What follows belongs to an exercise in optimizing a design on an open flow for small area; a production flow would make more cautious choices.
The RTL was checked by simulation tests, not by an equivalence proof against the original design.
The flow treats the clock pin as an ideal source, which a real chip does not have.
Power figures rest on the tool's default switching activity, not on a simulated workload.

run A:
// sd_cmd_engine
module sd_cmd_engine (
    input         clk,
    input         rst_n,
    input         soft_rst_n,
    input         command_ready,
    input         response_expected,
    input         long_response,
    input  [5:0]  command_index,
    input  [31:0] command_argument,
    input         sd_cmd_in,
    input         sd_dat0_in,
    output        sd_cmd_out,
    output        sd_cmd_oe,
    output        cmd_sending,
    output [31:0] response0,
    output [31:0] response1,
    output [31:0] response2,
    output [31:0] response3,
    output        resp_crc_err,
    output        end_command,
    output        end_command_and_response,
    output        response_timeout
);
Size: ~180 I/O pins, ~4900 um^2 of cells after synthesis.
export LEC_CHECK = 0
export CAP_MARGIN = 20
export CORE_MARGIN = 2
export CORE_UTILIZATION = 60
export PLACE_DENSITY = 0.75
export SLEW_MARGIN = 20
export SYNTH_HIERARCHICAL = 1
export SYNTH_MINIMUM_KEEP_SIZE = 0
create_clock -name core_clock -period 10.0 [get_ports {clk}]
standard.sh (not shown) runs the stock make flow with config.mk's settings and CLKGATE_MAP_FILE= SYNTH_SCRIPT=/design/flow/synth_recipe.tcl, a recipe that flattens the netlist after the stock synthesis.
==> flow/flow/run.sh <==
#!/bin/bash
# Layout flow: the standard flow (standard.sh, unchanged synthesis), with
#  - port buffers of the smallest buffer cell (buf_1) instead of buffer_ports' default pick,
#  - one tie cell for the constant outputs (no per-pin tie copies),
#  - a clock tree of clkbuf_4 cells without dummy balancing loads; after CTS
#    (post_cts.tcl), downsize.tcl gives logic cells the smallest drive that keeps timing, and
#    cts_fix.tcl upsizes the clock buffers whose loads see a high slew.
# make's full output goes to make_finish.log; each ORFS step keeps its own log under orfs/logs/.
set -euo pipefail
here=$(pwd)
export BUFFER_PORTS_ARGS="-buffer_cell sky130_fd_sc_hd__buf_1"
export SKIP_REPAIR_TIE_FANOUT=1
export CTS_ARGS="-sink_clustering_enable -repair_clock_nets -dont_use_dummy_load -buf_list sky130_fd_sc_hd__clkbuf_4"
export POST_CTS_TCL="$here/flow/post_cts.tcl"
bash standard.sh finish > make_finish.log 2>&1
==> flow/flow/downsize.tcl <==
# Downsize logic cells: replace each combinational cell by the smallest-area
# cell of the same function (sky130hd drive variants) that keeps every slew
# and capacitance limit, load slews under max_load_slew, setup slack above
# min_setup and hold slack above min_hold. Clock buffers, flip-flops, port
# buffers and physical cells are left alone.
set max_load_slew 0.75
set min_setup 2.0e-9
set min_hold 0.05e-9
estimate_parasitics -placement
set lib_area {}
foreach lc [get_lib_cells */sky130_fd_sc_hd__*] {
  dict set lib_area [get_name $lc] [get_property $lc area]
}
proc variants {master} {
  global lib_area
  if {![regexp {^(sky130_fd_sc_hd__[a-z0-9]+)_[0-9]+$} $master -> base]} { return {} }
  set out {}
  dict for {name a} $lib_area {
    if {[regexp "^${base}_\[0-9\]+\$" $name]} { lappend out [list $name $a] }
  }
  return [lsort -real -index 1 $out]
}
proc load_slew_ok {inst} {
  global max_load_slew
  foreach opin [get_pins -of_objects $inst -filter "direction == output"] {
    set net [get_nets -of_objects $opin]
    if {$net eq ""} { continue }
    foreach pin [get_pins -of_objects $net -filter "direction == input"] {
      if {[get_property $pin slew_max] > $max_load_slew} { return 0 }
    }
  }
  return 1
}
proc design_ok {} {
  global min_setup min_hold
  if {[sta::max_slew_violation_count] > 0} { return 0 }
  if {[sta::max_capacitance_violation_count] > 0} { return 0 }
  if {[sta::worst_slack_cmd max] < $min_setup} { return 0 }
  if {[sta::worst_slack_cmd min] < $min_hold} { return 0 }
  return 1
}
set saved 0.0
foreach inst [get_cells *] {
  set master [get_property $inst ref_name]
  if {[regexp {clkbuf|clkinv|df|dl|tap|fill|decap|conb} $master]} { continue }
  if {[string match "sky130_fd_sc_hd__buf_1" $master]} { continue }
  set cur_area [dict get $lib_area $master]
  foreach v [variants $master] {
    lassign $v name a
    if {$a >= $cur_area} { break }
    replace_cell $inst [get_lib_cells */$name]
    if {[load_slew_ok $inst] && [design_ok]} {
      set saved [expr {$saved + $cur_area - $a}]
      puts "downsized [get_full_name $inst]: $master -> $name"
      break
    }
    replace_cell $inst [get_lib_cells */$master]
  }
}
puts "downsizing saved $saved um2"
detailed_placement
check_placement -verbose
Other scripts of this flow, unchanged in this note and not shown: flow/flow/cts_fix.tcl, flow/flow/post_cts.tcl
Run A never completed; the flow aborted with a tool error in clock tree synthesis.
Inputs modified between run A and run B:
Settings: a change of CORE_UTILIZATION from 60 to 75; a change of PLACE_DENSITY from 0.75 to 0.88.
diff --git a/flow/flow/downsize.tcl b/flow/flow/downsize.tcl
--- a/flow/flow/downsize.tcl
+++ b/flow/flow/downsize.tcl
@@ -6,3 +6,3 @@
-set max_load_slew 0.75
-set min_setup 2.0e-9
-set min_hold 0.05e-9
+set ::max_load_slew 0.75
+set ::min_setup 2.0e-9
+set ::min_hold 0.05e-9
@@ -10 +10 @@
-set lib_area {}
+set ::lib_area {}
@@ -12 +12 @@
-  dict set lib_area [get_name $lc] [get_property $lc area]
+  dict set ::lib_area [get_name $lc] [get_property $lc area]
@@ -15,2 +15 @@
-  global lib_area
-  if {![regexp {^(sky130_fd_sc_hd__[a-z0-9]+)_[0-9]+$} $master -> base]} { return {} }
+    if {![regexp {^(sky130_fd_sc_hd__[a-z0-9]+)_[0-9]+$} $master -> base]} { return {} }
@@ -18 +17 @@
-  dict for {name a} $lib_area {
+  dict for {name a} $::lib_area {
@@ -24,2 +23 @@
-  global max_load_slew
-  foreach opin [get_pins -of_objects $inst -filter "direction == output"] {
+    foreach opin [get_pins -of_objects $inst -filter "direction == output"] {
@@ -29 +27 @@
-      if {[get_property $pin slew_max] > $max_load_slew} { return 0 }
+      if {[get_property $pin slew_max] > $::max_load_slew} { return 0 }
@@ -35 +32,0 @@
-  global min_setup min_hold
@@ -38,2 +35,2 @@
-  if {[sta::worst_slack_cmd max] < $min_setup} { return 0 }
-  if {[sta::worst_slack_cmd min] < $min_hold} { return 0 }
+  if {[sta::worst_slack_cmd max] < $::min_setup} { return 0 }
+  if {[sta::worst_slack_cmd min] < $::min_hold} { return 0 }
@@ -47 +44 @@
-  set cur_area [dict get $lib_area $master]
+  set cur_area [dict get $::lib_area $master]
--- outcome ---
The final layout from run B, which completed every stage, passed the timing, design-rule and antenna checks at the end of the flow.
Placed instance area sits lower in run B than in run A.
Diff run A -> run B | placed instance count | decrease of 28
Number of input and output port buffers inserted essentially unchanged between run B and run A.
Height of the chip, run B and run A, higher one = run A.
Final estimated routing congestion in global placement came out lower on run B than on run A.
From run A to run B the numbers moved as follows: average footprint of a synthesized cell held steady; row count shrank by 4; HPWL after detailed placement shows an increase of 17%; setup slack at placement dropped 0.025 ns; number of top-level pins level.
| die width | lower: run B |
For run C, these inputs were changed with respect to run B:
Settings: changing PLACE_DENSITY from 0.88 to 0.75; changing CORE_UTILIZATION from 75 to 60.
[summary]
- Power share of the sequential group across run C and run B: no real change.
- Run C drops fewer vias than run B.
- In the flow results for run C and run B, the setup slack is smaller on run B.
- Comparing run B against run C, there is no change at all in count of final setup violators.
- Total global routing track utilization (run C over run B): decrease, 8.0 points
- Measured against each other, run C and run B differ in routed wire length on met2, the lower figure coming from run C.
- Looking at worst setup timing slack at the placement stage across both flows, run C is the stronger of the two, with run B trailing.
- Per the comparison of run C with run B, area share of buffers outside the clock network comparable; post-route cell area climbed about 0.7%; sequential share of layout area down 0.50 points.

[afterwards: timing with drivers on the ports]
The results above use ideal ports. As a check the final layouts listed here were re-extracted and re-timed, cells and wires unchanged.
Step 1, drivers: a clkbuf_16 drives clk and a buf_2 each remaining input, both assumed.
Step 2 times the ports against the registers' clock, not the clock port: input delays grow and output delays shrink by t, the midpoint of the rising clock arrivals with the driver on.
a / b / c = no drivers / after step 1 / after step 2; a / b = the first two.
run	t, ns	slack for setup (ns)	worst setup path after step 2	clock arrival spread, ns	pins driven straight from the clock port
run B	0.412	4.200 / 4.178 / 4.178	input to output	0.038 / 0.039	1
run C	0.407	4.215 / 4.192 / 4.192	input to output	0.037 / 0.036	1
After both steps every run listed still meets setup and hold. For run C, which loses most, drivers alone change the setup slack by -0.023 ns; drivers and shift together by -0.023 ns.
